Background: an optimization exercise with open tools, aiming at small area and a short achievable clock period. Do not read the settings as production practice.
At most, simulation tests tie the RTL to the original design; equivalence was not proved.
Function not checked in run 1: the RTL went through the layout flow alone.
The clock port is modelled as an ideal driver; clocking choices that lean on that would not hold on a real chip.
Power figures rest on the tool's default switching activity, not on a simulated workload.

===== design/flow/flow/run.sh =====
#!/bin/bash
# The standard ORFS layout (standard.sh) with:
# - port buffers of buf_2 instead of the resizer's default delay cell;
# - CTS without dummy loads, built from clkbuf_8 in sink clusters of 16;
# - timing repair allowed to change a cell's footprint when sizing;
# - no full/half-adder cell extraction in synthesis (ABC maps the adder);
# - after CTS, greedy gate sizing on the worst path (post_cts.tcl, gsize.tcl).
# Each tool's log stays under orfs/logs; make's own output goes to flow.log.
set -euo pipefail
export BUFFER_PORTS_ARGS="-buffer_cell sky130_fd_sc_hd__buf_2"
export CTS_ARGS="-sink_clustering_enable -repair_clock_nets -dont_use_dummy_load -buf_list sky130_fd_sc_hd__clkbuf_8 -sink_clustering_size 16 -sink_clustering_max_diameter 40"
export POST_CTS_TCL="$PWD/flow/post_cts.tcl"
bash standard.sh MATCH_CELL_FOOTPRINT=0 ADDER_MAP_FILE= finish > flow.log 2>&1

===== design/flow/flow/gsize.tcl =====
# Greedy gate sizing on the worst setup path, run after CTS (placement
# parasitics). Each step tries every other drive strength of each cell on the
# current worst path and keeps the one change that most improves that path's
# endpoint slack without lowering the design's worst slack. Stops at the target
# slack, after max steps, or when no change helps.
proc gs_alts {inst} {
  set lc [$inst liberty_cell]
  if {$lc == "NULL"} { return {} }
  set n [get_name $lc]
  if {![regexp {^(sky130_fd_sc_hd__[a-z0-9]+)_([0-9]+)$} $n -> base drv]} { return {} }
  if {[string match "*clkbuf*" $base] || [string match "*clkinv*" $base] || [string match "*dlygate*" $base] || [string match "*clkdly*" $base]} { return {} }
  set out {}
  foreach c [get_lib_cells */${base}_*] {
    set cn [get_name $c]
    if {$cn != $n && [regexp "^${base}_\[0-9\]+\$" $cn]} { lappend out $cn }
  }
  return $out
}
proc gs_end_slack {pe} { return [$pe slack] }
proc gs_run {target max_steps} {
  set eps 1e-12
  set steps 0
  while {$steps < $max_steps} {
    set wns [sta::worst_slack_cmd max]
    if {$wns >= $target} { break }
    set pe [lindex [find_timing_paths -path_delay max -group_path_count 1] 0]
    set eppin [lindex [[$pe path] pins] 0]
    set ep_slack [$pe slack]
    set insts {}
    set epinst [sta::Pin_instance $eppin]
    set epname [get_full_name $eppin]
    foreach p [[$pe path] pins] {
      set inst [sta::Pin_instance $p]
      if {$inst == "NULL" || $inst == $epinst || [$inst liberty_cell] == "NULL"} { continue }
      if {[lsearch -exact $insts $inst] < 0} { lappend insts $inst }
    }
    set best_gain 0.0; set best_inst ""; set best_cell ""
    foreach inst $insts {
      set nm $inst
      set cur [get_name [$inst liberty_cell]]
      foreach alt [gs_alts $inst] {
        replace_cell $inst $alt
        estimate_parasitics -placement
        set w2 [sta::worst_slack_cmd max]
        if {[catch {set s2 [get_property [sta::find_pin $epname] slack_max]} err]} { puts "ERR $err [get_full_name $inst] $alt"; set s2 -1000 }
        set s2 [expr {$s2 * 1e-9}]
        replace_cell $inst $cur
        set gain [expr {min($s2, 10.0) - $ep_slack}]
        if {$w2 >= $wns - $eps && $gain > $best_gain + 1e-12} {
          set best_gain $gain; set best_inst $nm; set best_cell $alt
        }
      }
    }
    if {$best_inst == ""} { break }
    replace_cell $best_inst $best_cell
    estimate_parasitics -placement
    incr steps
  }
  puts "gsize: $steps changes, worst slack [sta::worst_slack_cmd max]"
}

===== design/flow/flow/post_cts.tcl =====
# After CTS: greedy drive-strength sizing on the worst setup path (gsize.tcl),
# then legalize; a few rounds, since legalizing moves cells.
source [file join [file dirname [info script]] gsize.tcl]
for {set r 0} {$r < 3} {incr r} {
  estimate_parasitics -placement
  gs_run 2.6e-9 400
  detailed_placement
  estimate_parasitics -placement
  puts "post_cts round $r: worst slack after legalizing [sta::worst_slack_cmd max]"
}
check_placement -verbose

===== design/flow/standard.sh =====
#!/bin/bash
# synth_recipe.tcl (not shown) runs the flow's synth.tcl, then flattens the netlist and writes it again
# the make line also repeats each setting of config.mk as NAME=value (left out here)
make -C /OpenROAD-flow-scripts/flow DESIGN_CONFIG=/design/flow/config.mk WORK_HOME=/design/flow/orfs CLKGATE_MAP_FILE= SYNTH_SCRIPT=/design/flow/synth_recipe.tcl "${@:-finish}"

===== design/flow/config.mk =====
export PLATFORM = sky130hd
export DESIGN_NAME = simple_cpu
export DESIGN_NICKNAME = simple_cpu
export VERILOG_FILES = /design/flow/design.v
export SDC_FILE = /design/flow/constraint.sdc
export NUM_CORES = 4
export LEC_CHECK = 0
export ABC_AREA = 0
export CAP_MARGIN = 20
export CORE_MARGIN = 2
export CORE_UTILIZATION = 70
export SETUP_SLACK_MARGIN = 2.5
export SLEW_MARGIN = 20
export TNS_END_PERCENT = 10

===== design/flow/constraint.sdc =====
create_clock -name core_clock -period 4.0 [get_ports {clk}]
set_input_delay 0.8000 -clock core_clock [delete_from_list [all_inputs] [get_ports {clk}]]
set_output_delay 0.8000 -clock core_clock [all_outputs]
set_load 0.01 [all_outputs]

===== design/flow/design.v =====
module alu (clk, operand_a, operand_b, cin, en, rlo, rhi, result, lo_next, hi_next);
    input clk;
    input [7:0] operand_a, operand_b;
    input cin, en;
    input [3:0] rlo;
    input [7:0] rhi;
    output [7:0] result;
    output [3:0] lo_next;
    output [7:0] hi_next;
    wire [7:0] p = operand_a ^ operand_b;
    wire [7:0] g = operand_a & operand_b;
    wire G10 = g[1] | (p[1] & g[0]), P10 = p[1] & p[0];
    wire G32 = g[3] | (p[3] & g[2]), P32 = p[3] & p[2];
    wire G54 = g[5] | (p[5] & g[4]), P54 = p[5] & p[4];
    wire G64 = g[6] | (p[6] & G54),  P64 = p[6] & P54;
    wire G52 = G54 | (P54 & G32),    P52 = P54 & P32;
    wire G62 = G64 | (P64 & G32),    P62 = P64 & P32;
    wire [7:0] c;
    assign c[0] = cin;
    assign c[1] = g[0] | (p[0] & cin);
    assign c[2] = G10 | (P10 & cin);
    assign c[3] = g[2] | (p[2] & c[2]);
    assign c[4] = G32 | (P32 & c[2]);
    assign c[5] = g[4] | (p[4] & c[4]);
    assign c[6] = G52 | (P52 & c[2]);
    assign c[7] = G62 | (P62 & c[2]);
    wire [7:0] sum = p ^ c;
    reg [7:5] result_hi;
    always @(posedge clk)
        result_hi <= en ? sum[7:5] : 3'd0;
    assign result = {result_hi,
                     rhi[4] | rhi[5] | rhi[6] | rhi[7],
                     rhi[2] | rhi[3] | rhi[6] | rhi[7],
                     rhi[1] | rhi[3] | rhi[5] | rhi[7],
                     rlo[2] | rlo[3],
                     rlo[1] | rlo[3]};
    wire [1:0] s_lo = sum[1:0];
    assign lo_next = en ? (4'b0001 << s_lo) : 4'b0001;
    wire [2:0] s0 = operand_a[4:2] + operand_b[4:2];
    wire [7:0] d0 = 8'b00000001 << s0;
    wire [7:0] d1 = {d0[6:0], d0[7]};
    assign hi_next = en ? (c[2] ? d1 : d0) : 8'b00000001;
endmodule
module reg_mem (lo_next, hi_next, data_in, wen, clk, data_out, rlo, rhi);
    input [3:0] lo_next;
    input [7:0] hi_next;
    input [7:0] data_in;
    input wen;
    input clk;
    output reg [7:0] data_out;
    reg [255:0] mem_bits;
    output reg [3:0] rlo;
    output reg [7:0] rhi;
    wire [7:0] rd [0:32];
    assign rd[0] = 8'd0;
    always @(posedge clk) begin
        rlo <= lo_next;
        rhi <= hi_next;
    end
    genvar k;
    generate
        for (k = 0; k < 32; k = k + 1) begin : word
            wire hit = rlo[k % 4] & rhi[k / 4];
            always @(posedge clk)
                if (wen & hit)
                    mem_bits[8*k +: 8] <= data_in;
            assign rd[k+1] = rd[k] | ({8{hit}} & mem_bits[8*k +: 8]);
        end
    endgenerate
    always @(posedge clk)
        data_out <= wen ? 8'd0 : rd[32];
endmodule
module CU (clk, rst, instr, result, data_out, operand1, operand_b, store_data,
           alu_cin, alu_en, w_r, regfile_a, regfile_b, regfile_c, regfile_d);
    input clk, rst;
    input [19:0] instr;
    input [7:0] result, data_out;
    output reg [7:0] operand1, operand_b, store_data;
    output reg alu_cin, alu_en, w_r;
    output reg [7:0] regfile_a, regfile_b, regfile_c, regfile_d;
    reg s_reset, s_decode, s_execute, s_mem, s_wb;
    reg sel1;
    reg [7:0] regfile [0:3];
    wire [1:0] t = instr[19:18];
    wire is_std = ~t[1] & t[0];
    wire is_load = t[1] & ~t[0];
    wire is_store = t[1] & t[0];
    wire ld_any = ~s_reset;
    wire ld_std = ~s_reset & ~s_mem;
    wire load = t[1] ? ld_any : (t[0] & ld_std);
    wire [7:0] x1 = regfile[instr[17:16]];
    wire [7:0] x2 = regfile[instr[15:14]];
    wire [7:0] x3 = regfile[instr[13:12]];
    wire s_reset_nx = rst | (s_reset & (t == 2'b00));
    wire sel1_nx = s_reset ? 1'b0 : (load ? is_std : sel1);
    wire [7:0] result2 = sel1 ? result : data_out;
    wire wb = s_wb & (is_std | is_load);
    always @(posedge clk) begin
        if (load) begin
            operand1 <= is_store ? x1 : x2;
            operand_b <= (is_std ? x3 : instr[11:4]) ^ {8{instr[0]}};
            store_data <= x2;
            alu_cin <= instr[0];
        end
        sel1 <= sel1_nx;
        if (s_reset)
            alu_en <= 1'b0;
        else if (load)
            alu_en <= (instr[3:1] == 3'b000);
        if (rst | s_reset)
            w_r <= 1'b0;
        else if (load)
            w_r <= is_store;
        if (s_reset) begin
            regfile[0] <= 8'd0;
            regfile[1] <= 8'd1;
            regfile[2] <= 8'd2;
            regfile[3] <= 8'd3;
        end else if (wb)
            regfile[instr[17:16]] <= result2;
        if (rst) begin
            regfile_a <= 8'd0;
            regfile_b <= 8'd0;
            regfile_c <= 8'd0;
            regfile_d <= 8'd0;
        end else if (s_execute) begin
            regfile_a <= regfile[0];
            regfile_b <= regfile[1];
            regfile_c <= regfile[2];
            regfile_d <= regfile[3];
        end
        s_reset <= s_reset_nx;
        s_decode <= ~rst & ((s_reset & (t != 2'b00)) | (s_mem & is_store) | s_wb);
        s_execute <= ~rst & s_decode;
        s_mem <= ~rst & s_execute & ~is_std;
        s_wb <= ~rst & ((s_execute & is_std) | (s_mem & ~is_store));
    end
endmodule
`timescale 1ns / 1ps
module simple_cpu (clk, rst, instruction, regfile_a, regfile_b, regfile_c, regfile_d);
    input clk, rst;
    input [19:0] instruction;
    output [7:0] regfile_a, regfile_b, regfile_c, regfile_d;
    wire [7:0] operand1, operand_b, store_data, result, data_out;
    wire [3:0] lo_next;
    wire [7:0] hi_next;
    wire [3:0] rlo;
    wire [7:0] rhi;
    wire alu_cin, alu_en, w_r;
    alu alu1 (clk, operand1, operand_b, alu_cin, alu_en, rlo, rhi, result, lo_next, hi_next);
    reg_mem data_memory (lo_next, hi_next, store_data, w_r, clk, data_out, rlo, rhi);
    CU CU1 (clk, rst, instruction, result, data_out, operand1, operand_b, store_data,
            alu_cin, alu_en, w_r, regfile_a, regfile_b, regfile_c, regfile_d);
endmodule

==> results of run 1 <==
## cells by family after synthesis
| logic type | synth area share (%) |
|---|---|
| xor+xnor | 1.177 |
| mux | 7.275 |
| fa+ha+maj | 0.1430 |
| compound gates | 10.40 |
| buf+inv | 2.077 |
| flops | 71.66 |
| simple gates | 7.267 |
## state kept, by name, indices dropped and copies added, names as in the netlist, 7 cells and up
| signal | count |
|---|---|
| data_memory.data_out | 8 |
| data_memory.mem_bits | 256 |
| CU1.operand_b | 8 |
| data_memory.rhi | 8 |
| CU1.operand1 | 8 |
| regfile_d | 7 |
| CU1.store_data | 8 |
| regfile_c | 8 |
| regfile_b | 8 |
| regfile_a | 8 |
| CU1.regfile | 32 |
## worst paths after layout
path                             endpoint  slack (ps)  depth (start not counted)
max reg2reg  alu1.result_hi[5]$_SDFF_PN0_        2110                          5
max          alu1.result_hi[5]$_SDFF_PN0_        2110                          5
min                 CU1.s_execute$_DFF_P_         450                          1
min reg2reg         CU1.s_execute$_DFF_P_         450                          1
## power by group through the flow
stage | clock (mW) | sequential, mW | combinational, mW
detailed placement | 0 | 4.54 | 0.365
finish | 2.03 | 4.43 | 0.482
global route | 2.17 | 4.44 | 0.509
floorplan | 0 | 4.46 | 0.291
global placement | 0 | 4.53 | 0.348
## synthesized netlist by cell type (all sizes together) (8+ instances only)
cell,number
and3,39
a221oi,8
mux2i,44
buf,13
a22oi,83
edfxtp,313
xnor2,15
nand2,39
dfxtp,63
a222oi,11
clkbuf,60
a31oi,8
o21ai,13
nand3,25
mux4,24
a21oi,30
nor2,79
mux2,9
a22o,31
## final cells by class
cell class | count | area [um2]
Sequential cell | 376 | 10720
Multi-Input combinational cell | 533 | 4199
Fill cell | 1131 | 4197
Timing Repair Buffer | 109 | 924.6
Clock buffer | 39 | 536.8
Tap cell | 275 | 344.1
Inverter | 7 | 30.03
Timing Repair inverter | 1 | 7.507
## layer usage
metal	vias to the layer above	GRT usage, %	wire length (um)	part of all wire (%)
li1	4011	-	-	-
met2	755	52.18	18010	46
met4	0	9.670	1041	2.7
met3	87	8.293	4997	13
met1	4733	51.30	14870	38
met5	-	0	0	0
## metrics by stage
step | power [mW] | std cells | worst slack, ps | utilization (%)
after global routing | 7.124 | 1340 | 2087 | 79.97
after floorplan | 4.753 | 989 | 1800 | -
after detailed placement | 4.906 | 1256 | 1397 | 73.17
final | 6.940 | 1340 | 2110 | 79.97
after global placement | 4.882 | 1256 | 1492 | 73.17
==> results.json, run 1 <==
{
  "final.setup.tns_ps": 0,
  "crit_chain": "maj3_2 > a221o_1 > o211a_1 > or3_4 > a21oi_4",
  "start_util_pct": 70.99,
  "holdWs_ps": 448.1,
  "fin_crit_ps": 1890,
  "yosys_warnings": 3,
  "dpl.hpwl_um": 23230,
  "fin_area_um2": 16760,
  "final_cell_mix": "313 x edfxtp_1, 83 x a22oi_1, 77 x nor2_1",
  "switchingPower_mw": 1.540,
  "clk_pin_slew_ps": 80,
  "tightest_slew_ps": 1068,
  "synth_ff_type": "edfxtp_1",
  "grt_pass1_vias": 9122,
  "synth_async_sr_flop_share_pct": 0,
  "clock_sinks": 376,
  "syn2layout_area_growth_pct": 12.65,
  "p_int_mw": 5.400,
  "dr.first_iter.drc_count": 1342,
  "syn_inst": 989,
  "grt_max_degree": 39,
  "end_kind": "flip-flop",
  "die_h_um": 149.8,
  "avgRoutedWirePerCell_um": 29.04,
  "dpl_cell_area_um2": 15330,
  "finalNetCount": 1089,
  "grt_setup_unrepaired": "true",
  "critPathTopFamily": "compound AO/OA/AOI/OAI gates",
  "die_area_um2": 22430,
  "crit_start": "CU1.operand1[0]$_DFFE_PP_",
  "max_freq_ghz": 0.5291,
  "yosys.area.top_type": "edfxtp_1",
  "clockPowerShare_pct": 29.2,
  "n_antenna_cell": 0,
  "crit_type": "flip-flop to flip-flop",
  "grt_pass1_wl_um": 55760,
  "vias_per_cell": 7.154,
  "drc": 0,
  "worstPathRequired_ps": 4470,
  "ir_drop_uv": 361.9,
  "grt.total_usage_pct": 34.46,
  "cpPeakStageDelay_ps": 420,
  "vias": 9586,
  "syn_area_per_cell_um2": 15.04,
  "synth_seq_area_share_pct": 71.66,
  "rows": 53,
  "antenna_found_initial": 0,
  "cts_tree": "built",
  "combPwrFrac_pct": 6.9,
  "hold_class": "flip-flop to flip-flop",
  "synthTopCellsByArea": "edfxtp_1 63%, dfxtp_1 8.5%, a22oi_1 4.2%",
  "ys_types": 58,
  "crit_path_start_kind": "flip-flop",
  "slew_violations": 0,
  "num_io_pins": 54,
  "final.period_utilization_pct": 47.25,
  "synth_seq_cells": 376,
  "hold_start": "CU1.s_decode$_DFF_P_",
  "drive_gt1_share_pct": 24.41,
  "fin_worst_skew_ps": 48.89,
  "slowest_stage": "edfxtp_1",
  "swShare_pct": 22.19,
  "grt_remaining_overflow": 0,
  "rr_startpoint": "CU1.operand1[0]$_DFFE_PP_",
  "gp_congestion": 0.9148,
  "clock_latency_ps": 560,
  "synth_top_area_share_pct": 63.18,
  "finalSetupViolations": 0,
  "wl_um": 38920,
  "die_w_um": 149.8,
  "layout_commonest_cell": "edfxtp_1",
  "synth_edf_count": 313,
  "syn_nets": 1011,
  "first_pass_iters": 6,
  "netlist_area_um2": 14880,
  "p_leak_nw": 5.697,
  "maxCapViolations": 0,
  "p_seq_share_pct": 63.9,
  "worstPathArrival_ps": 2360,
  "crit_fanout": 5,
  "io_buffers": 53,
  "path_buf_inv": 0,
  "ant_nets": 0,
  "hold_violations": 0,
  "run_status": "timing/DRC/antenna clean",
  "powerDensity_nw_per_um2": 414.1,
  "coreArea_um2": 20960,
  "slew_headroom_pct": 28.83
}
==> run 2, diff against run 1 <==
--- a/design/flow/design.v
+++ b/design/flow/design.v
@@ -1,10 +1,8 @@
-module alu (clk, operand_a, operand_b, cin, en, rlo, rhi, result, lo_next, hi_next);
+module alu (clk, operand_a, operand_b, cin, en, result, lo_next, hi_next);
     input clk;
     input [7:0] operand_a, operand_b;
     input cin, en;
-    input [3:0] rlo;
-    input [7:0] rhi;
-    output [7:0] result;
+    output reg [7:0] result;
     output [3:0] lo_next;
     output [7:0] hi_next;
     wire [7:0] p = operand_a ^ operand_b;
@@ -25,15 +23,8 @@
     assign c[6] = G52 | (P52 & c[2]);
     assign c[7] = G62 | (P62 & c[2]);
     wire [7:0] sum = p ^ c;
-    reg [7:5] result_hi;
     always @(posedge clk)
-        result_hi <= en ? sum[7:5] : 3'd0;
-    assign result = {result_hi,
-                     rhi[4] | rhi[5] | rhi[6] | rhi[7],
-                     rhi[2] | rhi[3] | rhi[6] | rhi[7],
-                     rhi[1] | rhi[3] | rhi[5] | rhi[7],
-                     rlo[2] | rlo[3],
-                     rlo[1] | rlo[3]};
+        result <= en ? sum : 8'd0;
     wire [1:0] s_lo = sum[1:0];
     assign lo_next = en ? (4'b0001 << s_lo) : 4'b0001;
     wire [2:0] s0 = operand_a[4:2] + operand_b[4:2];
@@ -41,7 +32,7 @@
     wire [7:0] d1 = {d0[6:0], d0[7]};
     assign hi_next = en ? (c[2] ? d1 : d0) : 8'b00000001;
 endmodule
-module reg_mem (lo_next, hi_next, data_in, wen, clk, data_out, rlo, rhi);
+module reg_mem (lo_next, hi_next, data_in, wen, clk, data_out);
     input [3:0] lo_next;
     input [7:0] hi_next;
     input [7:0] data_in;
@@ -49,8 +40,8 @@
     input clk;
     output reg [7:0] data_out;
     reg [255:0] mem_bits;
-    output reg [3:0] rlo;
-    output reg [7:0] rhi;
+    reg [3:0] rlo;
+    reg [7:0] rhi;
     wire [7:0] rd [0:32];
     assign rd[0] = 8'd0;
     always @(posedge clk) begin
@@ -144,11 +135,9 @@
     wire [7:0] operand1, operand_b, store_data, result, data_out;
     wire [3:0] lo_next;
     wire [7:0] hi_next;
-    wire [3:0] rlo;
-    wire [7:0] rhi;
     wire alu_cin, alu_en, w_r;
-    alu alu1 (clk, operand1, operand_b, alu_cin, alu_en, rlo, rhi, result, lo_next, hi_next);
-    reg_mem data_memory (lo_next, hi_next, store_data, w_r, clk, data_out, rlo, rhi);
+    alu alu1 (clk, operand1, operand_b, alu_cin, alu_en, result, lo_next, hi_next);
+    reg_mem data_memory (lo_next, hi_next, store_data, w_r, clk, data_out);
     CU CU1 (clk, rst, instruction, result, data_out, operand1, operand_b, store_data,
             alu_cin, alu_en, w_r, regfile_a, regfile_b, regfile_c, regfile_d);
 endmodule
==> run 2 against run 1 <==
Combinational power is 12% higher. Sequential power is 1% higher. Power is 1.7% higher. Routed wire length is 2.6% higher. Largest cell class unchanged. Critical path depth stayed put. Synthesized cell count is 0.10% lower.
==> results.json, run 2 <==
{
  "worstPathArrival_ps": 2190,
  "syn_inst": 988,
  "clock_latency_ps": 550,
  "layout_setup_ws_ps": 2190,
  "maxCapViolations": 0,
  "dr.first_iter.drc_count": 1582,
  "grt_pass1_wl_um": 55560,
  "clk_pin_slew_ps": 100,
  "gp_congestion": 0.9192,
  "slowest_stage": "a222oi_1",
  "synth_top_area_share_pct": 62.26,
  "synth_edf_count": 313,
  "ir_drop_uv": 315.1,
  "worstHoldPathCells": 2,
  "synth_common_cells": "313 x edfxtp_1, 76 x a22oi_1, 69 x nor2_1",
  "top_regs": "data_memory.mem_bits x256, CU1.regfile x32",
  "clock_sinks": 381,
  "synth_seq_area_share_pct": 71.28,
  "grt_setup_unrepaired": "true",
  "finalPower_mw": 7.057,
  "synth_seq_cells": 381,
  "hold_violations": 0,
  "fin_worst_skew_ps": 46.38,
  "slew_violations": 0,
  "final.setup.tns_ps": 0,
  "synth_ff_type": "edfxtp_1",
  "crit_fanout": 8,
  "wl_um": 39910,
  "avgRoutedWirePerCell_um": 29.58,
  "finalSetupViolations": 0,
  "drive_gt1_share_pct": 26.16,
  "num_io_pins": 54,
  "syn2layout_area_growth_pct": 14.17,
  "largest_register_ffs": 256,
  "tightest_slew_ps": 1110,
  "die_area_um2": 22760,
  "grt.total_usage_pct": 34.68,
  "p_leak_nw": 5.918,
  "holdWs_ps": 445.4,
  "antenna_found_initial": 1,
  "grt_remaining_overflow": 0,
  "yosys.cell_count.top_type": "edfxtp_1",
  "die_h_um": 150.9,
  "grt_max_degree": 41,
  "slew_headroom_pct": 26.03,
  "largest-register": "data_memory.mem_bits",
  "start_util_pct": 71.59,
  "cts_tree": "built",
  "powerDensity_nw_per_um2": 409.4,
  "max_freq_ghz": 0.5526,
  "n_antenna_cell": 0,
  "syn_nets": 1010,
  "io_buffers": 53,
  "run_status": "timing/DRC/antenna clean",
  "critPathMostFrequentCell": "a222oi_1",
  "vias": 9629,
  "cpPeakStageDelay_ps": 470,
  "ant_nets": 0,
  "coreArea_um2": 21090,
  "finalNetCount": 1098,
  "netlist_area_um2": 15100,
  "rows": 53,
  "worstPathRequired_ps": 4380,
  "pre_cts_ws_ps": 1055,
  "vias_per_cell": 7.138,
  "synthTopCellsByArea": "edfxtp_1 62%, dfxtp_1 9.0%, a22oi_1 3.8%",
  "utilization_pct": 81.73,
  "crit_chain": "buf_12 > a222oi_1 > inv_1 > a222oi_1 > a41oi_1",
  "layout_commonest_cell": "edfxtp_1",
  "first_pass_iters": 7,
  "fin_crit_ps": 1810,
  "crit_type": "flip-flop to flip-flop",
  "end_kind": "flip-flop",
  "yosys.area.top_type": "edfxtp_1",
  "drc": 0,
  "r2r_cells": 5,
  "final.period_utilization_pct": 45.24,
  "crit_path_start_kind": "flip-flop",
  "grt_pass1_vias": 8900,
  "die_w_um": 150.9,
  "hold_class": "input port to flip-flop",
  "final_cell_mix": "313 x edfxtp_1, 74 x a22oi_1, 68 x nor2_1",
  "dpl.hpwl_um": 23090,
  "synth_async_sr_flop_share_pct": 0,
  "syn_area_per_cell_um2": 15.28,
  "ys_types": 58,
  "fillers": 1070,
  "yosys_warnings": 3
}
==> run 2: cell count changes in the layout (fill, tap and decap cells not counted), moves of 9 or more <==
cell     before  now
nor2_1       77   68
dfxtp_2      18   34
buf_6         9   42
a22o_1       30   51
a21oi_1      27   10
dfxtp_1      36   26
a22oi_1      83   74
buf_2        49   20
==> run 2: per-stage QoR <==
| step | cells | area, um2 |
|---|---|---|
| 5_1_grt | 1349 | 17240 |
| 2_1_floorplan | 988 | 15170 |
| 6_report | 1349 | 17240 |
| 3_5_place_dp | 1258 | 15540 |
| 3_3_place_gp | 1258 | 15540 |
==> run 2: power breakdown <==
group / switching [mW] / total, mW / internal [mW] / leakage (nW)
Combinational: 0.296 / 0.539 / 0.243 / 2.20
Clock: 1.16 / 2.03 / 0.869 / 0.280
Sequential: 0.115 / 4.48 / 4.37 / 3.44
==> run 2: cell type report <==
cell class | count | area, um2 | area share [%]
inverters | 6 | 26.28 | 0.1524
repair buffers | 118 | 1291 | 7.492
well taps | 275 | 344.1 | 1.996
clock buffers | 39 | 536.8 | 3.114
repair inverters | 1 | 7.507 | 0.04356
flip-flops and latches | 381 | 10830 | 62.85
multi-input cells | 529 | 4197 | 24.35
==> run 2: path summary, 6_finish.rpt <==
kind	from	endpoint	slack, ps
max reg2reg	data_memory.rlo[0]$_SDFF_PN1_	data_memory.data_out[5]$_SDFF_PP0_	2190
min reg2reg	CU1.s_decode$_DFF_P_	CU1.s_execute$_DFF_P_	450
min	instruction[19]	CU1.sel1$_SDFFE_PP0P_	450
max	data_memory.rlo[0]$_SDFF_PN1_	data_memory.data_out[5]$_SDFF_PP0_	2190
==> run 2: cell families (layout without fill, tap and decap cells) <==
logic type,after synthesis,after routing,synth area share (%)
buf+inv,78,164,2.114
compound gates,200,200,10.41
mux,84,84,7.625
xor+xnor,21,21,1.218
simple gates,223,223,7.277
flops,381,381,71.28
fa+ha+maj,1,1,0.07459
==> run 2: per-layer routing <==
layer	part of all wire [%]	vias up	global-route usage [%]	wire length [um]
met4	2.9	2	10.93	1151
li1	-	4039	-	-
met1	37	4671	50.33	14670
met5	0.033	-	0	13
met3	15	112	11.78	6007
met2	45	805	50.73	18070
==> run 2: worst max-delay path: cells and delay by family, from the launching register on <==
kind            cells  cell delay, ps
buf+inv             2             230
flops               1             370
compound gates      3            1020
==> run 3, diff against run 2 <==
--- a/design/flow/config.mk
+++ b/design/flow/config.mk
@@ -9,6 +9,6 @@
 export CAP_MARGIN = 20
 export CORE_MARGIN = 2
 export CORE_UTILIZATION = 70
-export SETUP_SLACK_MARGIN = 2.5
+export SETUP_SLACK_MARGIN = 2.3
 export SLEW_MARGIN = 20
 export TNS_END_PERCENT = 10
==> run 3 against run 2 <==
Synthesized area unchanged. Maximum frequency fell by 4.8%. Core utilization fell by 3.1 points. Final cell count down 1.3%. Flip-flop and latch count is the same. First-iteration DRC count decreased by 15%. Synthesized cell count unchanged. Global-route usage down 1.3 points. Non-clock buffer count down 18.
==> results.json, run 3 <==
{
  "crit_fanout": 30,
  "hold_violations": 0,
  "syn_area_per_cell_um2": 15.28,
  "end_kind": "flip-flop",
  "yosys.cell_count.top_type": "edfxtp_1",
  "dp.cells": 1258,
  "syn_nets": 1010,
  "grt.total_usage_pct": 33.34,
  "maxCapViolations": 0,
  "finalNetCount": 1081,
  "vias_per_cell": 7.126,
  "die_area_um2": 22760,
  "max_freq_ghz": 0.5261,
  "first_pass_iters": 5,
  "drive_gt1_share_pct": 20.81,
  "final.period_utilization_pct": 47.52,
  "pre_cts_ws_ps": 1026,
  "synth_edf_count": 313,
  "ant_nets": 0,
  "start_util_pct": 71.59,
  "dr.first_iter.drc_count": 1340,
  "wl_um": 37870,
  "final_cell_mix": "313 x edfxtp_1, 75 x a22oi_1, 69 x nor2_1",
  "top_regs": "data_memory.mem_bits x256, CU1.regfile x32",
  "slew_headroom_pct": 32.43,
  "synth_top_area_share_pct": 62.26,
  "final_cell_count_no_fill": 1332,
  "rows": 53,
  "layout_commonest_cell": "edfxtp_1",
  "multi_input_area_um2": 4108,
  "p_leak_nw": 5.717,
  "largest-register": "data_memory.mem_bits",
  "regArea_um2": 10790,
  "syn_inst": 988,
  "gp_congestion": 0.9449,
  "synth_ff_type": "edfxtp_1",
  "grt_pass1_vias": 8836,
  "crit_path_start_kind": "flip-flop",
  "grt_max_degree": 39,
  "powerDensity_nw_per_um2": 424.4,
  "worstPathArrival_ps": 2080,
  "fin_crit_ps": 1901,
  "yosys.area.top_type": "edfxtp_1",
  "grt_setup_unrepaired": "true",
  "synthTopCellsByArea": "edfxtp_1 62%, dfxtp_1 9.0%, a22oi_1 3.8%",
  "fillers": 1168,
  "worstPathRequired_ps": 4180,
  "n_antenna_cell": 0,
  "slew_violations": 0,
  "final.setup.tns_ps": 0,
  "synth_common_cells": "313 x edfxtp_1, 76 x a22oi_1, 69 x nor2_1",
  "die_h_um": 150.9,
  "dpl.hpwl_um": 23520,
  "layout_setup_ws_ps": 2099,
  "drc": 0,
  "clock_latency_ps": 560,
  "holdWs_ps": 446.8,
  "finalSetupViolations": 0,
  "num_io_pins": 54,
  "synth_seq_area_share_pct": 71.28,
  "clk_pin_slew_ps": 60,
  "die_w_um": 150.9,
  "cts_tree": "built",
  "clock_sinks": 381,
  "vias": 9492,
  "synth_async_sr_flop_share_pct": 0,
  "yosys_warnings": 3,
  "run_status": "timing/DRC/antenna clean",
  "antenna_found_initial": 0,
  "syn2layout_area_growth_pct": 9.897,
  "largest_register_ffs": 256,
  "io_buffers": 53,
  "synth_seq_cells": 381,
  "crit_type": "flip-flop to flip-flop",
  "netlist_area_um2": 15100,
  "ir_drop_uv": 361.3,
  "fin_worst_skew_ps": 40.41,
  "coreArea_um2": 21090,
  "grt_pass1_wl_um": 54030,
  "grt_remaining_overflow": 0,
  "hold_class": "flip-flop to flip-flop",
  "avgRoutedWirePerCell_um": 28.43,
  "finalPower_mw": 7.041,
  "tightest_slew_ps": 1014,
  "ys_types": 58
}
## run 3: logic make-up (layout without fill, tap and decap cells)
| kind of cell | Yosys count | in the layout | synth area share [%] |
|---|---|---|---|
| flops | 381 | 381 | 71.28 |
| mux | 84 | 84 | 7.625 |
| simple gates | 223 | 223 | 7.277 |
| buf+inv | 78 | 147 | 2.114 |
| compound gates | 200 | 200 | 10.41 |
| fa+ha+maj | 1 | 1 | 0.07459 |
| xor+xnor | 21 | 21 | 1.218 |
## run 3: path summary, 6_finish.rpt
path	depth (start not counted)	startpoint	slack [ps]	endpoint
worst max-delay path	2	CU1.w_r$_SDFFE_PP0P_	2100	data_memory.mem_bits[124]$_DFFE_PP_
worst min-delay path	1	CU1.s_decode$_DFF_P_	450	CU1.s_execute$_DFF_P_
worst max register to register	2	CU1.w_r$_SDFFE_PP0P_	2100	data_memory.mem_bits[124]$_DFFE_PP_
worst min register to register	1	CU1.s_decode$_DFF_P_	450	CU1.s_execute$_DFF_P_
## run 3: layer usage
metal | global-route usage [%] | part of all wire (%)
met1 | 51.02 | 38
met2 | 48.55 | 45
met3 | 8.584 | 15
met4 | 9.673 | 2.4
met5 | 0 | 0
## run 3: where the power goes
| group | internal [mW] | leakage [nW] | total, mW | switching, mW |
|---|---|---|---|---|
| clock | 0.891 | 0.288 | 2.08 | 1.19 |
| sequential | 4.37 | 3.43 | 4.48 | 0.110 |
| combinational | 0.207 | 2.00 | 0.484 | 0.277 |
| total | 5.47 | 5.72 | 7.04 | 1.58 |
## run 3: worst max-delay path, stage by stage, from the launching register on
cell	delay [ps]
dfxtp_2	690
buf_4	290
and3_1	550
## run 3: area by class of cell
type                            count  share of cell area, %
Tap cell                          275                  2.074
Inverter                            6                 0.1584
Timing Repair inverter              1                0.04525
Clock buffer                       40                  3.318
Multi-Input combinational cell    529                  24.76
Sequential cell                   381                  65.03
Timing Repair Buffer              100                  4.608
## run 3: metrics by stage
stage	cell area [um2]	utilization (%)
after global routing	16590	78.67
after detailed placement	15540	73.69
final	16590	78.67
after global placement	15540	73.69
after floorplan	15140	-
==> run 4, diff against run 3 <==
--- a/design/flow/flow/run.sh
+++ b/design/flow/flow/run.sh
@@ -5,9 +5,10 @@
 # - timing repair allowed to change a cell's footprint when sizing;
 # - no full/half-adder cell extraction in synthesis (ABC maps the adder);
 # - after CTS, greedy gate sizing on the worst path (post_cts.tcl, gsize.tcl).
+# - no timing repair after global routing.
 # Each tool's log stays under orfs/logs; make's own output goes to flow.log.
 set -euo pipefail
 export BUFFER_PORTS_ARGS="-buffer_cell sky130_fd_sc_hd__buf_2"
 export CTS_ARGS="-sink_clustering_enable -repair_clock_nets -dont_use_dummy_load -buf_list sky130_fd_sc_hd__clkbuf_8 -sink_clustering_size 16 -sink_clustering_max_diameter 40"
 export POST_CTS_TCL="$PWD/flow/post_cts.tcl"
-bash standard.sh MATCH_CELL_FOOTPRINT=0 ADDER_MAP_FILE= finish > flow.log 2>&1
+bash standard.sh SKIP_INCREMENTAL_REPAIR=1 MATCH_CELL_FOOTPRINT=0 ADDER_MAP_FILE= finish > flow.log 2>&1
--- a/design/flow/config.mk
+++ b/design/flow/config.mk
@@ -9,6 +9,6 @@
 export CAP_MARGIN = 20
 export CORE_MARGIN = 2
 export CORE_UTILIZATION = 70
-export SETUP_SLACK_MARGIN = 2.3
+export SETUP_SLACK_MARGIN = 2.5
 export SLEW_MARGIN = 20
 export TNS_END_PERCENT = 10
==> run 4 against run 3 <==
Core utilization rose by 0.50 points. Worst hold slack got worse by 5.5 ps. Synthesized area did not move. Via count fell by 0.95%. Worst setup slack improved by 26 ps. Clock-buffer cell count fell by 1. Die area did not move. Critical endpoint is now data_memory.rhi[2]$_SDFF_PN0_. Largest power group unchanged. Highest routed layer is now met5.
==> results.json, run 4 <==
{
  "hold_start": "CU1.s_decode$_DFF_P_",
  "crit_path_start_kind": "flip-flop",
  "syn_area_per_cell_um2": 15.28,
  "num_io_pins": 54,
  "slew_violations": 0,
  "synth_common_cells": "313 x edfxtp_1, 76 x a22oi_1, 69 x nor2_1",
  "final_cell_mix": "313 x edfxtp_1, 76 x a22oi_1, 69 x nor2_1",
  "ant_nets": 0,
  "antenna_found_initial": 1,
  "dpl_cell_area_um2": 15540,
  "synth_seq_cells": 381,
  "synth_edf_count": 313,
  "finalNetCount": 1077,
  "cpPeakStageDelay_ps": 570,
  "largest-register": "data_memory.mem_bits",
  "drive_gt1_share_pct": 21.27,
  "coreArea_um2": 21090,
  "p_leak_nw": 5.737,
  "grt_max_degree": 41,
  "avgRoutedWirePerCell_um": 29.04,
  "run_status": "timing/DRC/antenna clean",
  "start_util_pct": 71.59,
  "clock_sinks": 381,
  "maxCapViolations": 0,
  "die_w_um": 150.9,
  "final.setup.tns_ps": 0,
  "cts_tree": "built",
  "synthAdderAreaFrac_pct": 0.07460,
  "synth_top_family_by_area": "compound AO/OA/AOI/OAI gates",
  "hold_violations": 0,
  "yosys_warnings": 3,
  "die_h_um": 150.9,
  "wl_um": 38570,
  "synth_seq_area_share_pct": 71.28,
  "gp_congestion": 0.9192,
  "yosys.cell_count.top_type": "edfxtp_1",
  "end_kind": "flip-flop",
  "vias_per_cell": 7.080,
  "rows": 53,
  "worstPathRequired_ps": 4470,
  "crit_fanout": 9,
  "vias": 9402,
  "utilization_pct": 79.17,
  "drc": 0,
  "worstPathArrival_ps": 2350,
  "hold_class": "flip-flop to flip-flop",
  "dpl.hpwl_um": 23090,
  "synthTopCellsByArea": "edfxtp_1 62%, dfxtp_1 9.0%, a22oi_1 3.8%",
  "synth_ff_type": "edfxtp_1",
  "fin_crit_ps": 1875,
  "clk_pin_slew_ps": 90,
  "layout_commonest_cell": "edfxtp_1",
  "fin_area_um2": 16690,
  "clock_latency_ps": 540,
  "syn_inst": 988,
  "synth-compound-area-share_pct": 10.41,
  "ir_drop_uv": 315.0,
  "ys_types": 58,
  "final.period_utilization_pct": 46.87,
  "grt_pass1_wl_um": 55560,
  "rr_startpoint": "CU1.operand1[3]$_DFFE_PP_",
  "finalSetupViolations": 0,
  "netlist_area_um2": 15100,
  "synth_top_area_share_pct": 62.26,
  "finalPower_mw": 6.979,
  "synth_async_sr_flop_share_pct": 0,
  "synth-simple-area-share_pct": 7.277,
  "powerDensity_nw_per_um2": 418.0,
  "synthMuxAreaShare_pct": 7.625,
  "grt_remaining_overflow": 0,
  "grt_pass1_vias": 8900,
  "crit_type": "flip-flop to flip-flop",
  "crit_start": "CU1.operand1[3]$_DFFE_PP_",
  "crit_chain": "xnor2_1 > nand3_1 > a31oi_1 > and3_1",
  "slowest_stage": "xnor2_1",
  "first_pass_iters": 9,
  "critPathTopFamily": "XOR/XNOR gates",
  "syn_nets": 1010,
  "grt.total_usage_pct": 34.68,
  "largest_register_ffs": 256,
  "top_regs": "data_memory.mem_bits x256, CU1.regfile x32",
  "slew_headroom_pct": 20.18,
  "dr.first_iter.drc_count": 1487,
  "synth-xor-area-share_pct": 1.218,
  "yosys.area.top_type": "edfxtp_1",
  "path_buf_inv": 0,
  "io_buffers": 53,
  "die_area_um2": 22760,
  "tightest_slew_ps": 1197,
  "fin_worst_skew_ps": 45.96,
  "n_antenna_cell": 0,
  "max_freq_ghz": 0.5334,
  "syn2layout_area_growth_pct": 10.59
}
[run 4: cell counts after synthesis]
Identical to the previous run, type by type.
[run 4: final cells by class]
| class | count | area (um2) |
|---|---|---|
| repair buffers | 97 | 867.1 |
| repair inverters | 1 | 7.507 |
| fillers | 1173 | 4393 |
| multi-input cells | 529 | 4110 |
| clock buffers | 39 | 536.8 |
| well taps | 275 | 344.1 |
| inverters | 6 | 26.28 |
| flip-flops and latches | 381 | 10800 |
[run 4: final timing paths]
check / endpoint / slack, ps / depth (start not counted)
setup / recovery: data_memory.rhi[2]$_SDFF_PN0_ / 2130 / 4
hold / removal: CU1.s_execute$_DFF_P_ / 440 / 1
setup reg to reg: data_memory.rhi[2]$_SDFF_PN0_ / 2130 / 4
hold reg to reg: CU1.s_execute$_DFF_P_ / 440 / 1
[run 4: routing by layer]
layer	up-vias	wire length [um]	track usage (%)
li1	3994	-	-
met1	4550	14330	50.33
met2	748	17370	50.73
met3	108	5725	11.78
met4	2	1134	10.93
met5	-	13	0
[run 4: logic make-up (layout without fill, tap and decap cells)]
| logic type | after synthesis | after routing |
|---|---|---|
| AOI/OAI and AO/OA | 200 | 200 |
| xor gates and xnor gates | 21 | 21 |
| adders and majority gates | 1 | 1 |
| buffers and inverters | 78 | 143 |
| DFF | 381 | 381 |
| muxes | 84 | 84 |
| and+or+nand+nor | 223 | 223 |
[run 4: worst register-to-register path, delay by kind of cell (launching register included)]
kind / cells / cell delay (ps)
AND/OR/NAND/NOR: 2 / 400
flip-flops: 1 / 530
AO/OA/AOI/OAI: 1 / 290
XOR/XNOR: 1 / 570
[run 4: through the flow]
stage / hold slack, ps / instances / worst slack (ps)
floorplan: 413.8 / 988 / 1500
global placement: 415.9 / 1258 / 1132
detailed placement: 441.2 / 1258 / 1055
global route: 427.2 / 1328 / 2089
finish: 441.2 / 1328 / 2125
[run 4: power by group]
group | switching (mW) | internal [mW] | total, mW
logic | 0.256 | 0.202 | 0.458
registers | 0.131 | 4.37 | 4.50
clock network | 1.15 | 0.869 | 2.02
total | 1.54 | 5.44 | 6.98
==> run 5, diff against run 4 <==
==> design/flow/flow/run.sh (replaced) <==
#!/bin/bash
# The standard ORFS layout (standard.sh) with:
# - port buffers of buf_2 instead of the resizer's default delay cell;
# - CTS without dummy loads, built from clkbuf_8 in sink clusters of 16;
# - timing repair allowed to change a cell's footprint when sizing;
# - no full/half-adder cell extraction in synthesis (ABC maps the adder);
# - after CTS and after global routing, greedy gate sizing on the worst path
#   (post_cts.tcl, post_grt.tcl, gsize.tcl).
# Each tool's log stays under orfs/logs; make's own output goes to flow.log.
set -euo pipefail
export BUFFER_PORTS_ARGS="-buffer_cell sky130_fd_sc_hd__buf_2"
export CTS_ARGS="-sink_clustering_enable -repair_clock_nets -dont_use_dummy_load -buf_list sky130_fd_sc_hd__clkbuf_8 -sink_clustering_size 16 -sink_clustering_max_diameter 40"
export POST_CTS_TCL="$PWD/flow/post_cts.tcl"
export POST_GLOBAL_ROUTE_TCL="$PWD/flow/post_grt.tcl"
bash standard.sh MATCH_CELL_FOOTPRINT=0 ADDER_MAP_FILE= finish > flow.log 2>&1
--- a/design/flow/flow/gsize.tcl
+++ b/design/flow/flow/gsize.tcl
@@ -1,3 +1,5 @@
+set ::gs_est {estimate_parasitics -placement}
+proc gs_estimate {} { eval $::gs_est }
 # Greedy gate sizing on the worst setup path, run after CTS (placement
 # parasitics). Each step tries every other drive strength of each cell on the
 # current worst path and keeps the one change that most improves that path's
@@ -40,7 +42,7 @@
       set cur [get_name [$inst liberty_cell]]
       foreach alt [gs_alts $inst] {
         replace_cell $inst $alt
-        estimate_parasitics -placement
+        gs_estimate
         set w2 [sta::worst_slack_cmd max]
         if {[catch {set s2 [get_property [sta::find_pin $epname] slack_max]} err]} { puts "ERR $err [get_full_name $inst] $alt"; set s2 -1000 }
         set s2 [expr {$s2 * 1e-9}]
@@ -53,7 +55,7 @@
     }
     if {$best_inst == ""} { break }
     replace_cell $best_inst $best_cell
-    estimate_parasitics -placement
+    gs_estimate
     incr steps
   }
   puts "gsize: $steps changes, worst slack [sta::worst_slack_cmd max]"
==> design/flow/flow/post_grt.tcl (new file) <==
# After global routing: greedy drive-strength sizing on the worst setup path
# with global-route parasitics (gsize.tcl), then legalize and reroute the
# changed nets incrementally.
source [file join [file dirname [info script]] gsize.tcl]
set ::gs_est {estimate_parasitics -global_routing}
global_route -start_incremental
estimate_parasitics -global_routing
puts "post_grt: worst slack before [sta::worst_slack_cmd max]"
gs_run 2.6e-9 300
detailed_placement
global_route -end_incremental
estimate_parasitics -global_routing
puts "post_grt: worst slack after [sta::worst_slack_cmd max]"
==> run 5 against run 4 <==
Still clean. First-iteration DRC count rose by 0.13%. Register-to-register slack improved by 60 ps. Routed wire length is 3.7% higher. Core utilization is 2.6 points higher. Worst setup slack better by 58 ps. Synthesized cell count unchanged. Sequential power is essentially flat. Design area rose by 3.3%. Clock skew is essentially flat. Power is 1.2% higher. Worst hold slack better by 7.2 ps. Critical endpoint is now data_memory.data_out[5]$_SDFF_PP0_. Largest cell class unchanged.
==> results.json, run 5 <==
{
  "run_status": "timing/DRC/antenna clean",
  "fin_crit_ps": 1817,
  "grt_pass1_vias": 8900,
  "cts_tree": "built",
  "netlist_area_um2": 15100,
  "yosys_warnings": 3,
  "clk_pin_slew_ps": 100,
  "ant_nets": 0,
  "fin_worst_skew_ps": 45.47,
  "synth_top_area_share_pct": 62.26,
  "syn_nets": 1010,
  "coreArea_um2": 21090,
  "grt_remaining_overflow": 0,
  "pre_cts_ws_ps": 1055,
  "synth_common_cells": "313 x edfxtp_1, 76 x a22oi_1, 69 x nor2_1",
  "synthTopCellsByArea": "edfxtp_1 62%, dfxtp_1 9.0%, a22oi_1 3.8%",
  "syn_area_per_cell_um2": 15.28,
  "wl_um": 40000,
  "die_area_um2": 22760,
  "final.setup.tns_ps": 0,
  "die_w_um": 150.9,
  "finalNetCount": 1098,
  "dpl.hpwl_um": 23090,
  "synth_edf_count": 313,
  "clock_latency_ps": 550,
  "dr.first_iter.drc_count": 1489,
  "rows": 53,
  "finalSetupViolations": 0,
  "grt.total_usage_pct": 34.68,
  "antenna_found_initial": 1,
  "layout_setup_ws_ps": 2184,
  "syn2layout_area_growth_pct": 14.27,
  "max_freq_ghz": 0.5505,
  "top_regs": "data_memory.mem_bits x256, CU1.regfile x32",
  "first_pass_iters": 7,
  "worstPathArrival_ps": 2190,
  "final_cell_mix": "313 x edfxtp_1, 74 x a22oi_1, 68 x nor2_1",
  "grt_max_degree": 41,
  "n_antenna_cell": 0,
  "clock_sinks": 381,
  "synth_seq_area_share_pct": 71.28,
  "ir_drop_uv": 318.4,
  "yosys.cell_count.top_type": "edfxtp_1",
  "finalPower_mw": 7.060,
  "final.period_utilization_pct": 45.41,
  "largest_register_ffs": 256,
  "layout_commonest_cell": "edfxtp_1",
  "crit_path_start_kind": "flip-flop",
  "drc": 0,
  "dpl_cell_area_um2": 15540,
  "powerDensity_nw_per_um2": 409.3,
  "r2r_setup_slack_ps": 2180,
  "io_buffers": 53,
  "avgRoutedWirePerCell_um": 29.65,
  "grt_pass1_wl_um": 55560,
  "synth_seq_cells": 381,
  "crit_fanout": 8,
  "synth_async_sr_flop_share_pct": 0,
  "drive_gt1_share_pct": 26.26,
  "p_leak_nw": 5.925,
  "hold_violations": 0,
  "num_io_pins": 54,
  "slew_violations": 0,
  "worstPathRequired_ps": 4370,
  "synth_ff_type": "edfxtp_1",
  "maxCapViolations": 0,
  "crit_type": "flip-flop to flip-flop",
  "ys_types": 58,
  "hold_start": "instruction[19]",
  "end_kind": "flip-flop",
  "hold_path_end": "CU1.sel1$_SDFFE_PP0P_",
  "vias_per_cell": 7.153,
  "start_util_pct": 71.59,
  "largest-register": "data_memory.mem_bits",
  "gp_congestion": 0.9192,
  "timing.rr.end": "data_memory.data_out[5]$_SDFF_PP0_",
  "utilization_pct": 81.80,
  "r2r_cells": 5,
  "fin_area_um2": 17250,
  "yosys.area.top_type": "edfxtp_1",
  "hold_class": "input port to flip-flop",
  "vias": 9649,
  "syn_inst": 988,
  "rr_startpoint": "data_memory.rlo[1]$_SDFF_PP0_",
  "tightest_slew_ps": 1145,
  "slew_headroom_pct": 23.64,
  "die_h_um": 150.9,
  "worstHoldPathCells": 2
}
-- run 5: cell counts after synthesis --
No cell type changed its count.
-- run 5: logic make-up after synthesis --
logic type	count (synthesis)	share of synthesized area (%)
XOR/XNOR	21	1.218
multiplexers	84	7.625
AO/OA/AOI/OAI	200	10.41
flip-flops	381	71.28
buffers and inverters	78	2.114
AND/OR/NAND/NOR	223	7.277
adder cells (fa/ha/maj)	1	0.07459
-- run 5: cell type report --
type	count	area (um2)
Inverter	6	26.28
Timing Repair inverter	1	7.507
Sequential cell	381	10830
Fill cell	1070	3837
Timing Repair Buffer	118	1291
Clock buffer	39	536.8
Tap cell	275	344.1
Multi-Input combinational cell	529	4214
-- run 5: routing by layer --
metal | vias up | part of all wire (%) | track usage [%]
met5 | - | 0.033 | 0
met3 | 100 | 16 | 11.78
met4 | 2 | 2.5 | 10.93
li1 | 4041 | - | -
met2 | 830 | 46 | 50.73
met1 | 4676 | 36 | 50.33
-- run 5: critical path, cell delays in order (launching register included) --
cell and delay (ps):
dfxtp_4 410, clkbuf_4 220, a22o_1 250, a22o_1 260
a221oi_2 280, a41oi_1 210
-- run 5: worst max-delay path by stage --
stage | end | startpoint | cells after the start
3_3_place_gp | CU1.regfile[0][5]$_SDFFCE_PN0P_ | instruction[18] | 6
3_5_place_dp | CU1.regfile[0][4]$_SDFFCE_PN0P_ | instruction[18] | 6
2_1_floorplan | CU1.regfile[0][0]$_SDFFCE_PN0P_ | instruction[18] | 9
6_report | data_memory.data_out[5]$_SDFF_PP0_ | data_memory.rlo[1]$_SDFF_PP0_ | 5
-- run 5: where the power goes --
part,internal [mW],leakage (nW),switching (mW)
clock,0.869,0.280,1.16
sequential,4.37,3.44,0.115
combinational,0.245,2.20,0.298
total,5.48,5.92,1.57
-- run 5: per-stage QoR --
step | hold slack (ps) | cells
finish | 448.4 | 1349
detailed placement | 441.2 | 1258
global placement | 415.9 | 1258
floorplan | 413.8 | 988
==> run 6, diff against run 5 <==
--- a/design/flow/config.mk
+++ b/design/flow/config.mk
@@ -9,6 +9,6 @@
 export CAP_MARGIN = 20
 export CORE_MARGIN = 2
 export CORE_UTILIZATION = 70
-export SETUP_SLACK_MARGIN = 2.5
+export SETUP_SLACK_MARGIN = 2.6
 export SLEW_MARGIN = 20
 export TNS_END_PERCENT = 10
==> run 6 against run 5 <==
Still clean on timing, DRC and antenna. Clock skew grew 26 ps. Register-to-register slack about the same. Synthesized area is the same. Sequential share of layout area down 1.1 points. Routed wire length increased by 4.1%. Sequential power hardly changed. Maximum frequency grew 0.45%. Final cell count is 2.4% higher. Power up 1.2%. Synthesized cell count stayed put. Largest power group unchanged. Highest routed layer unchanged.
==> results.json, run 6 <==
{
  "vias_per_cell": 7.161,
  "grt_remaining_overflow": 0,
  "hold_start": "CU1.s_decode$_DFF_P_",
  "syn_inst": 988,
  "fin_worst_skew_ps": 71.38,
  "grt.total_usage_pct": 36.48,
  "clk_pin_slew_ps": 90,
  "synth_seq_cells": 381,
  "final_cell_mix": "313 x edfxtp_1, 75 x a22oi_1, 68 x nor2_1",
  "synth_edf_count": 313,
  "max_freq_ghz": 0.5530,
  "crit_type": "flip-flop to flip-flop",
  "run_status": "timing/DRC/antenna clean",
  "ir_drop_uv": 408.8,
  "largest_register_ffs": 256,
  "finalNetCount": 1130,
  "syn_nets": 1010,
  "crit_fanout": 4,
  "die_w_um": 150.9,
  "drive_gt1_share_pct": 29.39,
  "coreArea_um2": 21090,
  "p_leak_nw": 6.079,
  "yosys.cell_count.top_type": "edfxtp_1",
  "antenna_found_initial": 1,
  "num_io_pins": 54,
  "ant_nets": 0,
  "avgRoutedWirePerCell_um": 30.14,
  "dp.cells": 1258,
  "tightest_slew_ps": 1126,
  "ys_types": 58,
  "crit_start": "data_memory.rhi[4]$_SDFF_PN0_",
  "wl_um": 41650,
  "crit_path_end": "data_memory.data_out[1]$_SDFF_PP0_",
  "worstPathArrival_ps": 2200,
  "layout_commonest_cell": "edfxtp_1",
  "maxCapViolations": 0,
  "rr_startpoint": "data_memory.rhi[4]$_SDFF_PN0_",
  "fillers": 1013,
  "fin_crit_ps": 1808,
  "worstPathRequired_ps": 4390,
  "slew_headroom_pct": 24.96,
  "r2r_cells": 5,
  "synth_top_area_share_pct": 62.26,
  "top_regs": "data_memory.mem_bits x256, CU1.regfile x32",
  "rows": 53,
  "start_util_pct": 71.59,
  "largest-register": "data_memory.mem_bits",
  "r2r_setup_slack_ps": 2190,
  "synth_common_cells": "313 x edfxtp_1, 76 x a22oi_1, 69 x nor2_1",
  "clock_sinks": 381,
  "drc": 0,
  "netlist_area_um2": 15100,
  "grt_max_degree": 41,
  "dr.first_iter.drc_count": 1622,
  "finalSetupViolations": 0,
  "powerDensity_nw_per_um2": 406.8,
  "synth_seq_area_share_pct": 71.28,
  "vias": 9896,
  "hold_class": "flip-flop to flip-flop",
  "crit_path_start_kind": "flip-flop",
  "grt_pass1_wl_um": 59130,
  "slew_violations": 0,
  "hold_violations": 0,
  "clock_latency_ps": 560,
  "die_h_um": 150.9,
  "io_buffers": 53,
  "timing.rr.end": "data_memory.data_out[1]$_SDFF_PP0_",
  "die_area_um2": 22760,
  "dpl.hpwl_um": 23770,
  "synthTopCellsByArea": "edfxtp_1 62%, dfxtp_1 9.0%, a22oi_1 3.8%",
  "yosys.area.top_type": "edfxtp_1",
  "syn_area_per_cell_um2": 15.28,
  "holdWs_ps": 466.8,
  "finalPower_mw": 7.147,
  "cts_tree": "built",
  "yosys_warnings": 3,
  "synth_async_sr_flop_share_pct": 0,
  "final_cell_count_no_fill": 1382,
  "first_pass_iters": 9,
  "grt_pass1_vias": 9367,
  "final.setup.tns_ps": 0,
  "synth_ff_type": "edfxtp_1",
  "final.period_utilization_pct": 45.21,
  "gp_congestion": 0.9295,
  "syn2layout_area_growth_pct": 16.38,
  "end_kind": "flip-flop"
}
## run 6: cell counts after synthesis
Identical to the previous run, type by type.
## run 6: layer usage
metal  global-route usage [%]  vias up  routed length, um
met2                    53.05      858              18690
li1                         -     4108                  -
met5                        0        -                 13
met4                    11.92        2               1263
met3                    10.66      130               6476
met1                    54.18     4798              15220
## run 6: metrics by stage
stage | setup slack (ps) | instance area [um2] | utilization [%]
2_1_floorplan | 1500 | 15190 | -
3_3_place_gp | 1118 | 15540 | 73.69
3_5_place_dp | 1022 | 15540 | 73.69
6_report | 2192 | 17570 | 83.31
## run 6: worst min path at each step
stage | end | slack, ps | cells past startpoint
6_report | CU1.s_execute$_DFF_P_ | 470 | 1
3_5_place_dp | CU1.s_execute$_DFF_P_ | 450 | 1
3_3_place_gp | CU1.s_execute$_DFF_P_ | 420 | 1
2_1_floorplan | CU1.s_execute$_DFF_P_ | 410 | 1
## run 6: cell type report
cell class	count	area (um2)	area share, %
Tap cell	275	344.1	1.959
Antenna cell	1	2.502	0.01424
Sequential cell	381	10840	61.70
Multi-Input combinational cell	529	4244	24.16
Clock buffer	39	536.8	3.055
Timing Repair inverter	1	7.507	0.04273
Inverter	6	26.28	0.1496
Timing Repair Buffer	150	1568	8.924
## run 6: kinds of logic after synthesis
group / after synthesis / share of synthesized area [%]
flip-flops: 381 / 71.28
AND/OR/NAND/NOR: 223 / 7.277
AO/OA/AOI/OAI: 200 / 10.41
multiplexers: 84 / 7.625
buffers and inverters: 78 / 2.114
XOR/XNOR: 21 / 1.218
adder cells (fa/ha/maj): 1 / 0.07459
## run 6: worst max-delay path, cell delays in order, from the launching register on
cell and delay [ps]:
dfxtp_2 350, buf_12 130, buf_4 130, a22o_1 190, a222oi_1 640, a41oi_2 230
## run 6: power breakdown
| group | switching [mW] | internal (mW) |
|---|---|---|
| sequential | 0.106 | 4.37 |
| clock | 1.21 | 0.870 |
| combinational | 0.327 | 0.270 |
==> run 7, diff against run 6 <==
--- a/design/flow/config.mk
+++ b/design/flow/config.mk
@@ -9,6 +9,6 @@
 export CAP_MARGIN = 20
 export CORE_MARGIN = 2
 export CORE_UTILIZATION = 70
-export SETUP_SLACK_MARGIN = 2.6
+export SETUP_SLACK_MARGIN = 2.4
 export SLEW_MARGIN = 20
 export TNS_END_PERCENT = 10
==> run 7 against run 6 <==
Power is 0.37% lower. First-iteration DRC count is 3.0% higher. Via count is 1.4% lower. Clock-buffer cell count is 1 higher. Core utilization is 2.7 points lower. Sequential power hardly changed. Synthesized area stayed put. Final cell count is 2.0% lower. Clock skew is 25 ps lower. Worst hold slack worse by 20 ps. Sequential share of layout area is 1.9 points higher. Largest power group unchanged. Highest routed layer is now met4.
==> results.json, run 7 <==
{
  "dp.cells": 1258,
  "synth_top_area_share_pct": 62.26,
  "path_buf_inv": 1,
  "grt_max_degree": 39,
  "clock_latency_ps": 580,
  "multi_input_area_um2": 4177,
  "largest-register": "data_memory.mem_bits",
  "die_h_um": 150.9,
  "antenna_found_initial": 0,
  "fin_crit_ps": 1830,
  "p_leak_nw": 5.904,
  "yosys.area.top_type": "edfxtp_1",
  "dr.first_iter.drc_count": 1671,
  "synth_edf_count": 313,
  "maxCapViolations": 0,
  "netlist_area_um2": 15100,
  "drive_gt1_share_pct": 25.74,
  "final_cell_mix": "313 x edfxtp_1, 75 x a22oi_1, 69 x nor2_1",
  "ant_nets": 0,
  "avgRoutedWirePerCell_um": 29.68,
  "busiest_layer": "met1",
  "fillers": 1109,
  "finalSetupViolations": 0,
  "hold_class": "flip-flop to flip-flop",
  "layout_setup_ws_ps": 2170,
  "fin_worst_skew_ps": 46.70,
  "tightest_slew_ps": 1009,
  "syn2layout_area_growth_pct": 12.66,
  "p_seq_share_pct": 62.8,
  "run_status": "timing/DRC/antenna clean",
  "final_cell_count_no_fill": 1355,
  "grt_use_met2_pct": 49.02,
  "io_buffers": 53,
  "slew_headroom_pct": 32.75,
  "wl_um": 40220,
  "worstPathRequired_ps": 3200,
  "worstPathArrival_ps": 1030,
  "crit_chain": "buf_2",
  "syn_inst": 988,
  "crit_path_start_kind": "flip-flop",
  "final.setup.tns_ps": 0,
  "synth_ff_type": "edfxtp_1",
  "n_antenna_cell": 0,
  "vias": 9761,
  "drc": 0,
  "layout_commonest_cell": "edfxtp_1",
  "ys_types": 58,
  "slew_violations": 0,
  "powerDensity_nw_per_um2": 418.7,
  "clock_sinks": 381,
  "end_kind": "output pin",
  "holdWs_ps": 446.6,
  "swShare_pct": 22.83,
  "cts_tree": "built",
  "start_util_pct": 71.59,
  "rows": 53,
  "crit_type": "flip-flop to output pin",
  "gr-usage-met3_pct": 7.861,
  "top_regs": "data_memory.mem_bits x256, CU1.regfile x32",
  "synth_common_cells": "313 x edfxtp_1, 76 x a22oi_1, 69 x nor2_1",
  "grtUsageMet1_pct": 52.39,
  "finalPower_mw": 7.121,
  "synth_seq_area_share_pct": 71.28,
  "synthMuxAreaShare_pct": 7.625,
  "final.period_utilization_pct": 45.75,
  "largest_register_ffs": 256,
  "critPathTopFamily": "flip-flops",
  "combPwrFrac_pct": 7.6,
  "synth-compound-area-share_pct": 10.41,
  "crit_fanout": 2,
  "synth-simple-area-share_pct": 7.277,
  "clk_pin_slew_ps": 50,
  "grt_remaining_overflow": 0,
  "num_io_pins": 54,
  "dpl.hpwl_um": 23520,
  "slowest_stage": "dfxtp_1",
  "utilization_pct": 80.65,
  "grt_pass1_wl_um": 54790,
  "fin_area_um2": 17010,
  "yosys.cell_count.top_type": "edfxtp_1",
  "cpPeakStageDelay_ps": 340,
  "dpl_cell_area_um2": 15540,
  "synth-xor-area-share_pct": 1.218,
  "regArea_um2": 10820,
  "hold_violations": 0,
  "pre_cts_ws_ps": 1026,
  "p_int_mw": 5.496,
  "syn_area_per_cell_um2": 15.28,
  "synth_top_family_by_area": "compound AO/OA/AOI/OAI gates",
  "synth_async_sr_flop_share_pct": 0,
  "switchingPower_mw": 1.626,
  "gp_congestion": 0.9449,
  "die_w_um": 150.9,
  "finalNetCount": 1104,
  "first_pass_iters": 5,
  "yosys_warnings": 3,
  "grt_pass1_vias": 8849,
  "synth_seq_cells": 381,
  "synthTopCellsByArea": "edfxtp_1 62%, dfxtp_1 9.0%, a22oi_1 3.8%",
  "ir_drop_uv": 363.5,
  "grt.total_usage_pct": 33.87,
  "die_area_um2": 22760,
  "vias_per_cell": 7.204,
  "synthAdderAreaFrac_pct": 0.07460,
  "max_freq_ghz": 0.5464,
  "clockPowerShare_pct": 29.6,
  "syn_nets": 1010,
  "coreArea_um2": 21090
}
## run 7: power groups by stage
stage	combinational [mW]	clock [mW]	sequential (mW)
detailed placement	0.385	0	4.60
global placement	0.372	0	4.59
floorplan	0.304	0	4.52
finish	0.542	2.10	4.47
## run 7: area by class of cell
| class | instances | share of cell area (%) |
|---|---|---|
| Tap cell | 275 | 2.023 |
| Clock buffer | 40 | 3.237 |
| Sequential cell | 381 | 63.63 |
| Timing Repair inverter | 1 | 0.04414 |
| Multi-Input combinational cell | 529 | 24.56 |
| Timing Repair Buffer | 123 | 6.356 |
| Inverter | 6 | 0.1545 |
## run 7: cell families (layout without fill, tap and decap cells)
kind of cell,Yosys count,count (layout)
xor gates and xnor gates,21,21
muxes,84,84
and+or+nand+nor,223,223
buffers and inverters,78,170
adders and majority gates,1,1
DFF,381,381
AOI/OAI and AO/OA,200,200
## run 7: worst paths after layout
path                             start                             to  slack (ps)  cells after the start
min               CU1.s_decode$_DFF_P_          CU1.s_execute$_DFF_P_         450                      1
max          regfile_b[4]$_SDFFE_PP0P_                   regfile_b[4]        2170                      1
max reg2reg      CU1.alu_cin$_DFFE_PP_  data_memory.rhi[3]$_SDFF_PN0_        2210                      5
min reg2reg       CU1.s_decode$_DFF_P_          CU1.s_execute$_DFF_P_         450                      1
## run 7: metal layers
| metal | share of wire, % | up-vias |
|---|---|---|
| met1 | 37 | 4767 |
| met4 | 3.3 | 0 |
| met2 | 45 | 817 |
| met5 | 0 | - |
| li1 | - | 4055 |
| met3 | 15 | 122 |
==> run 8, diff against run 7 <==
--- a/design/flow/config.mk
+++ b/design/flow/config.mk
@@ -8,7 +8,7 @@
 export ABC_AREA = 0
 export CAP_MARGIN = 20
 export CORE_MARGIN = 2
-export CORE_UTILIZATION = 70
+export CORE_UTILIZATION = 72
 export SETUP_SLACK_MARGIN = 2.4
 export SLEW_MARGIN = 20
 export TNS_END_PERCENT = 10
==> run 8 against run 7 <==
Critical path depth rose by 4. Maximum frequency decreased by 2.4%. Routed wire length rose by 8.2%. Combinational power is 3% higher. Flip-flop and latch count is the same. First-iteration DRC count rose by 9.2%. Die area shrank 2.7%. Clock power shrank 3%. Via count grew 3.0%. Core utilization is 4.3 points higher. Worst hold slack worse by 2.9 ps. Final cell count rose by 0.59%. Largest cell class unchanged. Largest power group unchanged. Highest routed layer is now met5.
==> results.json, run 8 <==
{
  "fin_area_um2": 17350,
  "hold_violations": 0,
  "crit_type": "flip-flop to flip-flop",
  "grt_remaining_overflow": 0,
  "synth_common_cells": "313 x edfxtp_1, 76 x a22oi_1, 69 x nor2_1",
  "layout_commonest_cell": "edfxtp_1",
  "clock_latency_ps": 600,
  "synth_top_area_share_pct": 62.26,
  "top_regs": "data_memory.mem_bits x256, CU1.regfile x32",
  "p_leak_nw": 6.035,
  "crit_path_start_kind": "flip-flop",
  "run_status": "timing/DRC/antenna clean",
  "io_buffers": 53,
  "start_util_pct": 73.89,
  "cts_tree": "built",
  "synth_seq_cells": 381,
  "path_buf_inv": 2,
  "synth_edf_count": 313,
  "maxCapViolations": 0,
  "drc": 0,
  "regArea_um2": 10840,
  "max_freq_ghz": 0.5330,
  "grt_pass1_vias": 9110,
  "layout_setup_ws_ps": 2124,
  "grt_pass1_wl_um": 56520,
  "worstPathRequired_ps": 4340,
  "synth-compound-area-share_pct": 10.41,
  "dpl.hpwl_um": 23780,
  "wl_um": 43510,
  "netlist_area_um2": 15100,
  "yosys.area.top_type": "edfxtp_1",
  "ant_nets": 0,
  "slew_headroom_pct": 21.26,
  "powerDensity_nw_per_um2": 408.2,
  "die_w_um": 148.8,
  "finalPower_mw": 7.083,
  "largest-register": "data_memory.mem_bits",
  "dpl_cell_area_um2": 15540,
  "largest_register_ffs": 256,
  "fillers": 940,
  "hold_class": "flip-flop to flip-flop",
  "multi_input_area_um2": 4208,
  "drive_gt1_share_pct": 27.72,
  "finalSetupViolations": 0,
  "num_io_pins": 54,
  "tightest_slew_ps": 1181,
  "utilization_pct": 84.94,
  "holdWs_ps": 443.7,
  "antenna_found_initial": 1,
  "final.period_utilization_pct": 46.90,
  "syn_area_per_cell_um2": 15.28,
  "critPathTopFamily": "compound AO/OA/AOI/OAI gates",
  "synthMuxAreaShare_pct": 7.625,
  "fin_crit_ps": 1876,
  "worstPathArrival_ps": 2220,
  "syn_inst": 988,
  "die_area_um2": 22140,
  "dr.first_iter.drc_count": 1824,
  "synthAdderAreaFrac_pct": 0.07460,
  "avgRoutedWirePerCell_um": 31.92,
  "finalNetCount": 1117,
  "synth_seq_area_share_pct": 71.28,
  "vias": 10055,
  "synth_ff_type": "edfxtp_1",
  "crit_chain": "buf_12 > a222oi_1 > inv_1 > a222oi_1 > a41oi_1",
  "synth_top_family_by_area": "compound AO/OA/AOI/OAI gates",
  "grt_max_degree": 40,
  "final_cell_count_no_fill": 1363,
  "slew_violations": 0,
  "yosys_warnings": 3,
  "yosys.cell_count.top_type": "edfxtp_1"
}
[run 8: cell counts after synthesis]
No cell type changed its count.
[run 8: worst paths after layout]
kind                                                            to  slack, ps                           from  cells past startpoint
worst max-delay path            data_memory.data_out[5]$_SDFF_PP0_       2120  data_memory.rlo[1]$_SDFF_PP0_                      5
worst min register to register               CU1.s_execute$_DFF_P_        440           CU1.s_decode$_DFF_P_                      1
worst min-delay path                         CU1.s_execute$_DFF_P_        440           CU1.s_decode$_DFF_P_                      1
worst max register to register  data_memory.data_out[5]$_SDFF_PP0_       2120  data_memory.rlo[1]$_SDFF_PP0_                      5
[run 8: where the power goes]
group          internal, mW  switching (mW)
clock network         0.827            1.22
registers              4.37           0.113
logic                 0.245           0.312
total                  5.44            1.64
[run 8: logic make-up after synthesis]
group                    Yosys count
XOR/XNOR                          21
buffers and inverters             78
flip-flops                       381
multiplexers                      84
adder cells (fa/ha/maj)            1
AND/OR/NAND/NOR                  223
AO/OA/AOI/OAI                    200
[run 8: area by class of cell]
cell class	count	area share [%]
Tap cell	270	1.947
Clock buffer	37	2.935
Inverter	6	0.1514
Multi-Input combinational cell	529	24.25
Timing Repair Buffer	139	8.227
Timing Repair inverter	1	0.04326
Sequential cell	381	62.45
[run 8: per-layer routing]
layer | global-route usage (%) | wire length (um)
met1 | 51.65 | 14800
met2 | 52.59 | 19640
met3 | 10.09 | 7293
met4 | 12.10 | 1760
met5 | 0 | 11

Check on run 8: ideal ports give 2.124 ns setup slack; a clkbuf_16 on the clock port and buf_2 on the inputs give 2.124 ns; moving port delays by the midpoint clock arrival (0.592 ns) as well gives 1.681 ns.
